Context: an optimization exercise on an open-source flow, tuned for small area. The choices shown serve that exercise and are no tape-out recipe. Only simulation tests tie the RTL to the original design; equivalence was not proved.

==> 09-27 <==
// qam_rx
module qam_rx(
    input clk,
    input reset,
    input [2:0] sw,
    input signed [17:0] rf_in,
    output signed [17:0] dec_var_i,
    output signed [17:0] dec_var_q
);
clock: 12.0 ns
lec_check: 0
cap_margin: 20
core_margin: 2
core_utilization: 70
cts_cluster_diameter: 80
cts_cluster_size: 24
slew_margin: 20
synth_hierarchical: 1
synth_minimum_keep_size: 0
run.sh (not shown) runs the stock make flow with config.mk's settings and CLKGATE_MAP_FILE= SYNTH_SCRIPT=/design/flow/synth_recipe.tcl, a recipe that flattens the netlist after the stock synthesis.
==> inputs of 11-01, as changes to 09-27 <==
CTS_CLUSTER_SIZE = 30   (was 24)
==> results.txt <==
quantity	11-01	09-27
Result of the run	timing/DRC/antenna clean	timing/DRC/antenna clean
Crit path required time	12650 ps	12680 ps
Clock buffers created by TritonCTS	265	311
Grt met2 use	55.4%	55.7%
Routed wirelength normalized by instance count	30.7 µm	30.7 µm
Post-route non-filler standard cell count	22300	22400
Final critical-path share of the clock period	91.9%	91.3%
Antenna violations before repair	42	41
Post-layout min period	11030 ps	10960 ps
Least-Margin Pin Slew	1210 ps	1190 ps
Max Clock Skew	57.8 ps	86.7 ps
Summed area of non-filler cells in the final layout	0.278 mm²	0.279 mm²
Wire length on met1	284000 µm	284000 µm
Met2 WL	305000 µm	307000 µm

* * *

==> try-xenon: inputs <==
qam_rx, a different RTL version from the one above (not shown whole).
Settings: LEC_CHECK=0, CAP_MARGIN=20, CORE_MARGIN=2, CORE_UTILIZATION=74, CTS_CLUSTER_DIAMETER=80, CTS_CLUSTER_SIZE=28, SLEW_MARGIN=20, SYNTH_HIERARCHICAL=1, SYNTH_MINIMUM_KEEP_SIZE=0; clock period 12.0 ns.
==> try-onyx: changes against try-xenon <==
--- a/flow/design.v
+++ b/flow/design.v
@@ -35,20 +35,19 @@
 module qr_hbf #(parameter OFF = 0) (
     input clk,
     input p0,
     input np0,        
     input pp0,
-    input npp0,       
     input signed [17:0] din,
     output signed [16:0] yh    
 );
 localparam N = 9 + OFF;
 reg [17*N-1:0] xf;
 always @(posedge clk) xf <= ({(17*N){p0}} & {xf[17*(N-1)-1:0], din[17:1]}) | ({(17*N){np0}} & xf);
 wire signed [16:0] x2 = xf[17*(2+OFF) +: 17], x3 = xf[17*(3+OFF) +: 17], x5 = xf[17*(5+OFF) +: 17], x8 = xf[17*(8+OFF) +: 17];
-wire signed [16:0] ma = ({17{pp0}} & x2) | ({17{npp0}} & x3);
-wire signed [16:0] mb = ({17{pp0}} & x8) | ({17{npp0}} & x5);
+wire signed [16:0] ma = pp0 ? x2 : x3;
+wire signed [16:0] mb = pp0 ? x8 : x5;
 wire [17:0] mae = {ma[16], ma}, mbe = {mb[16], mb};
 wire ks_g0, ks_p0; qr_ha ks_h0 (.a(mae[0]), .b(mbe[0]), .s(ks_p0), .k(ks_g0));
 wire ks_g1, ks_p1; qr_ha ks_h1 (.a(mae[1]), .b(mbe[1]), .s(ks_p1), .k(ks_g1));
 wire ks_g2, ks_p2; qr_ha ks_h2 (.a(mae[2]), .b(mbe[2]), .s(ks_p2), .k(ks_g2));
 wire ks_g3, ks_p3; qr_ha ks_h3 (.a(mae[3]), .b(mbe[3]), .s(ks_p3), .k(ks_g3));
@@ -106,10 +105,11 @@
 wire ks_G13_0 = ks_G13_12 | (ks_P13_12 & ks_G11_0);
 wire ks_G14_0 = ks_g14 | (ks_p14 & ks_G13_0);
 wire ks_G16_0 = ks_g16 | (ks_p16 & ks_G15_0);
 wire ks_G17_0 = ks_G17_16 | (ks_P17_16 & ks_G15_0);
 wire [17:0] sa = {ks_p17 ^ ks_G16_0, ks_p16 ^ ks_G15_0, ks_p15 ^ ks_G14_0, ks_p14 ^ ks_G13_0, ks_p13 ^ ks_G12_0, ks_p12 ^ ks_G11_0, ks_p11 ^ ks_G10_0, ks_p10 ^ ks_G9_0, ks_p9 ^ ks_G8_0, ks_p8 ^ ks_G7_0, ks_p7 ^ ks_G6_0, ks_p6 ^ ks_G5_0, ks_p5 ^ ks_G4_0, ks_p4 ^ ks_G3_0, ks_p3 ^ ks_G2_0, ks_p2 ^ ks_G1_0, ks_p1 ^ ks_g0, ks_p0};
+wire npp0 = ~pp0;
 reg [35:0] acc;
 wire h_s1, h_c2;
 qr_ha uh_s1 (.a((pp0 & sa[13])), .b(sa[12]), .s(h_s1), .k(h_c2));
 wire h_s3, h_c4;
 qr_fa uh_s3 (.a((pp0 & sa[14])), .b(sa[13]), .c((npp0 & sa[11])), .s(h_s3), .k(h_c4));
@@ -1637,12 +1637,11 @@
   input act,          
   input nact,         
   input sden, nsden,  
   input le1, nle1,    
   input le2, nle2,    
-  input ninit, ntick,   
-  input nwst, nptk,   
+  input nwst, ninit, ntick,   
   input [1:0] ph,     
   input wst,          
   input ptk,          
   input init,         
   input itv,          
@@ -1650,11 +1649,11 @@
   input signed [16:0] din,   
   output reg signed [17:0] y   
 );
 reg signed [16:0] ds; reg [16:5] ds2;   
 always @(posedge clk) begin ds <= ({17{tick}} & din) | ({17{ntick}} & ds); ds2 <= ({12{tick}} & ds[16:5]) | ({12{ntick}} & ds2); end
-wire [16:0] src = {({12{ptk}} & ds2) | ({12{nptk}} & ds[16:5]), ds[4:0]};
+wire [16:0] src = ptk ? {ds2, ds[4:0]} : ds;
 wire [16:0] su = {~src[16], src[15:0]};
 wire p0 = (ph == 2'd0);
 wire np0 = ~p0;
 wire p3 = (ph == 2'd3);
 wire ph12 = ph[0] ^ ph[1];
@@ -5559,11 +5558,11 @@
 wire ki_bs15, ki_bk15; qr_fa ki_bu15 (.a(IA[33]), .b(gsel[33]), .c(ki_bk14), .s(ki_bs15), .k(ki_bk15));
 wire ki_bs16, ki_bk16; qr_fa ki_bu16 (.a(IA[34]), .b(gsel[34]), .c(ki_bk15), .s(ki_bs16), .k(ki_bk16));
 wire ki_bs17, ki_bk17; qr_fa ki_bu17 (.a(IA[35]), .b(gsel[35]), .c(ki_bk16), .s(ki_bs17), .k(ki_bk17));
 wire [17:0] ki_h1 = {ki_bs17, ki_bs16, ki_bs15, ki_bs14, ki_bs13, ki_bs12, ki_bs11, ki_bs10, ki_bs9, ki_bs8, ki_bs7, ki_bs6, ki_bs5, ki_bs4, ki_bs3, ki_bs2, ki_bs1, ki_bs0};
 wire [35:0] IAn = {ki_lk17 ? ki_h1 : ki_h0, ki_lo};
-always @(posedge clk) IA <= ({36{init}} & FR) | ({36{ninit}} & IAn);
+always @(posedge clk) IA <= init ? FR : IAn;
 always @(posedge clk) begin Z <= ({18{init}} & IA[35:18]) | ({18{ninit}} & Z); y <= ({18{tick}} & Z) | ({18{ntick}} & y); end
 endmodule
 module qam_rx(
     input clk,
     input reset,
@@ -5598,12 +5597,12 @@
 always @(posedge clk) begin
     if (!p0) d1i <= th;
     if (p0) d1q <= th;
 end
 wire signed [16:0] y4i, y4q;
-qr_hbf #(.OFF(1)) HI (.clk(clk), .p0(p0), .np0(~p0), .pp0(pp0), .npp0(~pp0), .din(d1i), .yh(y4i));
-qr_hbf #(.OFF(0)) HQ (.clk(clk), .p0(p0), .np0(~p0), .pp0(pp0), .npp0(~pp0), .din(d1q), .yh(y4q));
+qr_hbf #(.OFF(1)) HI (.clk(clk), .p0(p0), .np0(~p0), .pp0(pp0), .din(d1i), .yh(y4i));
+qr_hbf #(.OFF(0)) HQ (.clk(clk), .p0(p0), .np0(~p0), .pp0(pp0), .din(d1q), .yh(y4q));
 reg signed [16:0] h4d;
 always @(posedge clk) if (p0) h4d <= y4q;
 reg [1:0] ph;                  
 always @(posedge clk) ph <= ph + 2'd1;
 reg pend, win, ptk;
@@ -5621,15 +5620,15 @@
 wire init = tk[0];
 wire itv = ~|tk;
 wire sden = act & (ph == 2'd0), le1 = act & (ph == 2'd1), le2 = act & (ph == 2'd2);
 wire signed [17:0] yi, yq;
 qr_engine EI (.clk(clk), .tick(tick), .act(act), .nact(~act), .sden(sden), .nsden(~sden),
-              .le1(le1), .nle1(~le1), .le2(le2), .nle2(~le2), .nwst(~wst), .nptk(~ptk), .ninit(~init), .ntick(~tick),
+              .le1(le1), .nle1(~le1), .le2(le2), .nle2(~le2), .nwst(~wst), .ninit(~init), .ntick(~tick),
               .ph(ph), .wst(wst), .ptk(ptk), .init(init),
               .itv(itv), .icl(qd3), .din(y4i), .y(yi));
 qr_engine EQ (.clk(clk), .tick(tick), .act(act), .nact(~act), .sden(sden), .nsden(~sden),
-              .le1(le1), .nle1(~le1), .le2(le2), .nle2(~le2), .nwst(~wst), .nptk(~ptk), .ninit(~init), .ntick(~tick),
+              .le1(le1), .nle1(~le1), .le2(le2), .nle2(~le2), .nwst(~wst), .ninit(~init), .ntick(~tick),
               .ph(ph), .wst(wst), .ptk(ptk), .init(init),
               .itv(itv), .icl(qd3), .din(h4d), .y(yq));
 qr_out OI (.clk(clk), .tick(tick), .ntick(~tick), .sym(sym), .nsym(~sym), .sw(sw), .x(yi), .y(dec_var_i));
 qr_out OQ (.clk(clk), .tick(tick), .ntick(~tick), .sym(sym), .nsym(~sym), .sw(sw), .x(yq), .y(dec_var_q));
 endmodule
- CORE_UTILIZATION: 74 -> 70
- CTS_CLUSTER_SIZE: 28 -> 24
==> results.txt <==
| quantity | try-onyx | try-xenon |
|---|---|---|
| Fraction of standard cell area in multi-input logic | 46.3% | 46.5% |
| Vias after detailed routing | 145211 | 149540 |
| Worst hold slack across all endpoints | 0.286 ns | 0.303 ns |
| Ant. Diodes | 8 | 13 |
| Path depth of the worst reg2reg path | 31 | 36 |
| Delay of the slowest cell on the worst path | 0.74 ns | 0.67 ns |
| CP bufs+invs | 1 | 3 |
| Maximum number of pins on one net before global-route repair | 177 | 212 |
| Global routing usage on met2 | 56.9% | 63.8% |
| Capturing element of the worst setup path | EI.A0[16]$_DFF_P_ | d1q[15]$_DFFE_PP_ |
| Number of buffers outside the clock class in the layout | 191 | 179 |
| Routability congestion estimate from global placement | 1.04 | 1.07 |
| Most common cell type on the critical path | fa_1 | ha_1 |
| Wire length per cell after detailed routing | 30.7 um | 32.9 um |
| Final worst path period need | 10.25 ns | 10.30 ns |
| Iteration-0 DRC count of the detailed router | 16640 | 18155 |
| Run status | finished clean | finished clean |
| Area used by multi-input combinational logic | 124000 um^2 | 124000 um^2 |
| Antenna violations before repair | 18 | 27 |
| Post-synthesis instance area | 254000 um^2 | 254000 um^2 |
| Final instance count without filler cells | 23081 | 22780 |
| Vias in the first global route | 149439 | 156853 |
| Final nets | 22827 | 22754 |

## port drivers added, routing unchanged
In the flow no input, the clock included, has a driving cell. The finished layouts below were timed again as built, in two steps. Step 1: set_driving_cell puts a clkbuf_16 on clk and a buf_2 on each other input, an assumption about the parent block. Step 2 adds t to the input delays and takes it off the output delays; t is the mean of the earliest and latest rising clock arrival at the registers after step 1. Input paths then give back, and output paths get back, about the clock's delay inside the block. Three values: no drivers, after step 1, after step 2; two values: the first two.
run | shift t [ns] | slack for setup (ns) | worst hold slack (ns)
09-27 | 1.089 | 1.040 / 1.040 / 1.040 | 0.280 / 0.280 / 0.280
11-01 | 1.069 | 0.973 / 0.973 / 0.973 | 0.291 / 0.291 / 0.291
try-xenon | 1.099 | 1.699 / 1.699 / 1.699 | 0.303 / 0.303 / 0.303
try-onyx | 1.087 | 1.750 / 1.750 / 1.750 | 0.286 / 0.286 / 0.286
After both steps every run listed still meets setup and hold.
